Background: an optimization exercise with open tools, aiming at small area, a short achievable clock period and few clock cycles. Do not read the settings as production practice.
At most, simulation tests tie the RTL to the original design; equivalence was not proved.
No activity file was given, so power comes from the tool's default toggle rates.

## booth_mul
module booth_mul(clk, rst, start, data_in, done, product);
  input clk, rst, start;
  input [31:0] data_in;
  output done;
  output [63:0] product;
  reg [31:0] M;              
  reg [31:0] Q;              
  reg [33:0] AS, AC;         
  reg [7:0] L1, L2;          
  reg [3:0] ONE, TWO, NEG;   
  reg        s_lm, s_lq, s_fin, s_dn;
  reg [3:0] st;             
  assign done = s_dn;
  assign product = {M, Q};
  wire s_st = |st;
  wire idle = ~(s_lm | s_lq | s_st | s_fin);
  reg g;
  wire [8:0] nx = s_lm ? {data_in[7:0], 1'b0} : Q[15:7];
  wire nb0_2 = nx[2], nb0_1 = nx[1], nb0_0 = nx[0];
  wire nb1_2 = nx[4], nb1_1 = nx[3], nb1_0 = nx[2];
  wire nb2_2 = nx[6], nb2_1 = nx[5], nb2_0 = nx[4];
  wire nb3_2 = nx[8], nb3_1 = nx[7], nb3_0 = nx[6];
  wire [3:0] n_one = {nb3_1 ^ nb3_0, nb2_1 ^ nb2_0, nb1_1 ^ nb1_0, nb0_1 ^ nb0_0};
  wire [3:0] n_two = {(nb3_2 & ~nb3_1 & ~nb3_0) | (~nb3_2 & nb3_1 & nb3_0), (nb2_2 & ~nb2_1 & ~nb2_0) | (~nb2_2 & nb2_1 & nb2_0), (nb1_2 & ~nb1_1 & ~nb1_0) | (~nb1_2 & nb1_1 & nb1_0), (nb0_2 & ~nb0_1 & ~nb0_0) | (~nb0_2 & nb0_1 & nb0_0)};
  wire [3:0] n_neg = {nb3_2 & ~(nb3_1 & nb3_0), nb2_2 & ~(nb2_1 & nb2_0), nb1_2 & ~(nb1_1 & nb1_0), nb0_2 & ~(nb0_1 & nb0_0)};
  wire [33:0] as_i = g ? {1'b1, 33'd0} : AS;
  wire [33:0] ac_i = g ? 34'd0 : AC;
  wire [8:0] lo = g ? 9'd0 : L1 + L2;
  wire loc = lo[8];
  wire [31:0] mx = st[0] ? data_in : M;
  wire [32:0] x0 = {mx[31], mx} ^ {33{NEG[0]}};
  wire [33:0] pp0;
  assign pp0[32:0] = ({33{ONE[0]}} & x0) | ({33{TWO[0]}} & {x0[31:0], NEG[0]});
  assign pp0[33] = ~pp0[32];
  wire [32:0] x1 = {mx[31], mx} ^ {33{NEG[1]}};
  wire [33:0] pp1;
  assign pp1[32:0] = ({33{ONE[1]}} & x1) | ({33{TWO[1]}} & {x1[31:0], NEG[1]});
  assign pp1[33] = ~pp1[32];
  ...
For scale: about 1100 cells after synthesis, about 13000 sq um of cells after synthesis.
clock: 5.0 ns
lec_check: 0
cap_margin: 20
core_margin: 2
core_utilization: 50
place_density: 0.7
setup_slack_margin: 1.7
slew_margin: 20
standard.sh (not shown) runs the stock make flow with config.mk's settings and CLKGATE_MAP_FILE= SYNTH_SCRIPT=/design/flow/synth_recipe.tcl, a recipe that flattens the netlist after the stock synthesis.
==> flow/flow/run.sh <==
#!/bin/bash
# Own layout flow: the standard layout (standard.sh) with three changes:
#  - synthesis: the same script (synth_recipe.tcl), except that Yosys's synth
#    runs its fine stage without its quick "abc -fast" mapping, so that the
#    full adders of the carry-save tree reach ORFS's extract_fa step intact;
#    ORFS's own abc mapping afterwards is unchanged. Registers, their names and
#    cells are those of the standard synthesis.
#  - after synthesis, flow/polarity.py removes inverters around the full-adder
#    cells (a full adder is self-dual);
#  - the input and output ports are buffered by sky130_fd_sc_hd__buf_1.
# Runs in the standard flow's work folder; each tool's output goes to a log file here.
set -euo pipefail
work=$(pwd)
res=$work/orfs/results/sky130hd/booth_mul/base
cp config.mk flow_config.mk
echo "export BUFFER_PORTS_ARGS = -buffer_cell sky130_fd_sc_hd__buf_1" >> flow_config.mk
sed 's#^proc synth {args} { yosys synth -nofsm -noshare {\*}\$args }#proc synth {args} { if {[lsearch -exact $args fine:] >= 0} { yosys synth -nofsm -noshare -noabc {*}$args } else { yosys synth -nofsm -noshare {*}$args } }#' synth_recipe.tcl > flow_synth.tcl
grep -q -- "-noabc" flow_synth.tcl
sed "s#${work}/config.mk#${work}/flow_config.mk#g; s#${work}/synth_recipe.tcl#${work}/flow_synth.tcl#g" standard.sh > flow_standard.sh
grep -q flow_config.mk flow_standard.sh
grep -q flow_synth.tcl flow_standard.sh
bash flow_standard.sh "$res/1_2_yosys.v" > flow_synth.log 2>&1
cp "$res/1_2_yosys.v" yosys_synth.v
python3 flow/polarity.py yosys_synth.v "$res/1_2_yosys.v" > flow_polarity.log 2>&1
touch "$res/1_2_yosys.v"
bash flow_standard.sh > flow_standard.log 2>&1
Other scripts of this flow, unchanged in this note and not shown: flow/flow/polarity.py
Testbench counts at the start, summed over its fixed seeds: cycles 11,200.
==> next run, changes <==
- CORE_UTILIZATION: 50 -> 40
- PLACE_DENSITY: 0.7 -> 0.6
- SETUP_SLACK_MARGIN: 1.7 -> 1.9
What happened:
- design area rose by 5.1%
- via count fell by 0.67%
- worst setup slack improved by 0.11 ns
- global-route usage fell by 5.2 points
- worst hold slack stays flat
- power rose by 1.8%
- count of clock-buffer cells in the layout rose by 5
==> next run, changes <==
- CORE_UTILIZATION: 40 -> 50
- PLACE_DENSITY: 0.6 -> 0.7
- SETUP_SLACK_MARGIN: 1.9 -> 1.6
The changed run finished clean.
Final cell count went down by about 6.4%.
First-iteration DRC count went up by 15%.
Via count went down by 1.1%.
Non-clock buffer count went down by 32.
Cell area went down by 6.3%.
Combinational power went down by about 4%.
Setup slack loses 0.22 ns.
==> next run, changes <==
- SETUP_SLACK_MARGIN: 1.6 -> 1.9
After rerunning: Worst hold slack gets better by 0.013 ns. Combinational power stays flat. Final cell count came out higher by 0.86%. Critical path depth is unchanged. Setup slack improves by 0.26 ns. Cell area is higher by 3.9%. Power climbs by 0.66%. Sequential share of layout area drops by 0.99 points. Global-route usage climbs by 0.72 points. Routed wire length went up by 3.2%. First-iteration DRC count goes up by 13%.

Another version of the RTL of booth_mul (not shown whole).
Size: roughly 150 flip-flops, about 100 I/O pins, roughly 11000 µm² of cells after synthesis.
// booth_mul
module booth_mul(clk, rst, start, data_in, done, product);
  input clk, rst, start;
  input [31:0] data_in;
  output done;
  output [63:0] product;
  reg [31:0] M;              
  reg [31:0] Q;              
  reg [32:0] AS, AC;         
  reg [3:0] L1, L2;          
  reg [1:0] ONE, TWO, NEG;   
  reg [1:0] NG;              
  reg [1:0]  c;              
  reg        s_lm, s_lq, s_st, s_fin, s_dn;
  reg [2:0] cnt;
  assign done = s_dn;
  assign product = {AS[31:0], Q};
  wire idle = ~(s_lm | s_lq | s_st | s_fin);
  wire [4:0] nx = s_lq ? {data_in[3:0], 1'b0} : Q[7:3];
  wire nb0_2 = nx[2], nb0_1 = nx[1], nb0_0 = nx[0];
  wire nb1_2 = nx[4], nb1_1 = nx[3], nb1_0 = nx[2];
  wire [1:0] n_one = {nb1_1 ^ nb1_0, nb0_1 ^ nb0_0};
  wire [1:0] n_two = {(nb1_2 & ~nb1_1 & ~nb1_0) | (~nb1_2 & nb1_1 & nb1_0), (nb0_2 & ~nb0_1 & ~nb0_0) | (~nb0_2 & nb0_1 & nb0_0)};
  wire [1:0] n_neg = {nb1_2 & ~(nb1_1 & nb1_0), nb0_2 & ~(nb0_1 & nb0_0)};
  ...
==> flow/config.mk <==
export PLATFORM = sky130hd
export DESIGN_NAME = booth_mul
export DESIGN_NICKNAME = booth_mul
export VERILOG_FILES = /design/flow/design.v
export SDC_FILE = /design/flow/constraint.sdc
export NUM_CORES = 4
export LEC_CHECK = 0
export CAP_MARGIN = 20
export CORE_MARGIN = 2
export CORE_UTILIZATION = 40
export PLACE_DENSITY = 0.6
export SLEW_MARGIN = 20
==> flow/constraint.sdc <==
create_clock -name core_clock -period 5.0 [get_ports {clk}]
set_input_delay 1.0000 -clock core_clock [delete_from_list [all_inputs] [get_ports {clk}]]
set_output_delay 1.0000 -clock core_clock [all_outputs]
set_load 0.01 [all_outputs]
run.sh (not shown) runs the stock make flow with config.mk's settings and CLKGATE_MAP_FILE= SYNTH_SCRIPT=/design/flow/synth_recipe.tcl, a recipe that flattens the netlist after the stock synthesis.
Stock flow here: none of the scripts above is used.
The first run completed without violations.
Edit:
Settings changed: CORE_UTILIZATION 40 to 60, PLACE_DENSITY 0.6 to 0.75, SETUP_SLACK_MARGIN from default to 2.0.
The changed run passed the timing, design-rule and antenna checks.
Maximum frequency rises by 8.8%.
Power grows by 4.8%.
Clock skew decreases by 5.4 ps.
Count of clock-buffer cells in the layout rises by 2.
Final cell count is lower by 6.8%.
Via count came out higher by 3.7%.
Die area fell by 33%.
Worst setup slack improves by 270 ps.
Hold slack improved by 23 ps.
Combinational power came out higher by 11%.
No functional check of the RTL was part of any run of this note.

==> port drivers added, routing unchanged <==
How much do the figures lean on ideal ports? The routed layouts below were timed once more, with nothing changed but the port constraints. Step 1: set_driving_cell puts a clkbuf_16 on clk and a buf_2 on each other input, an assumption about the parent block. Step 2, shift: input delay + t, output delay - t, t = (earliest + latest rising clock arrival at the registers) / 2. This alone moves slack from input paths to output paths. Slacks: ideal ports / drivers / drivers and shift; pairs: ideal ports / drivers.
| run | t (ns) | setup WS [ns] | hold WS [ns] | latest minus earliest clock arrival (ns) | worst slew at a driven data input, ns |
|---|---|---|---|---|---|
| the first run of note 1 | 0.481 | 1.775 / 1.795 / 1.320 | 0.491 / 0.491 / 0.491 | 0.017 / 0.018 | 0.05 |
| the second run of note 1 | 0.481 | 1.889 / 1.914 / 1.433 | 0.490 / 0.490 / 0.490 | 0.018 / 0.018 | 0.03 |
| the third run of note 1 | 0.484 | 1.664 / 1.693 / 1.209 | 0.490 / 0.490 / 0.490 | 0.022 / 0.022 | 0.06 |
| the fourth run of note 1 | 0.473 | 1.923 / 1.937 / 1.472 | 0.503 / 0.503 / 0.503 | 0.018 / 0.018 | 0.04 |
| the first run of note 2 | 0.481 | 1.673 / 1.673 / 1.673 | 0.491 / 0.491 / 0.491 | 0.020 / 0.020 | 0.04 |
| the second run of note 2 | 0.475 | 1.943 / 1.943 / 1.943 | 0.514 / 0.514 / 0.514 | 0.011 / 0.010 | 0.05 |
After both steps every run listed still meets setup and hold. For the second run of note 1, which loses most, drivers alone change the setup slack by +0.025 ns; drivers and shift together by -0.456 ns.
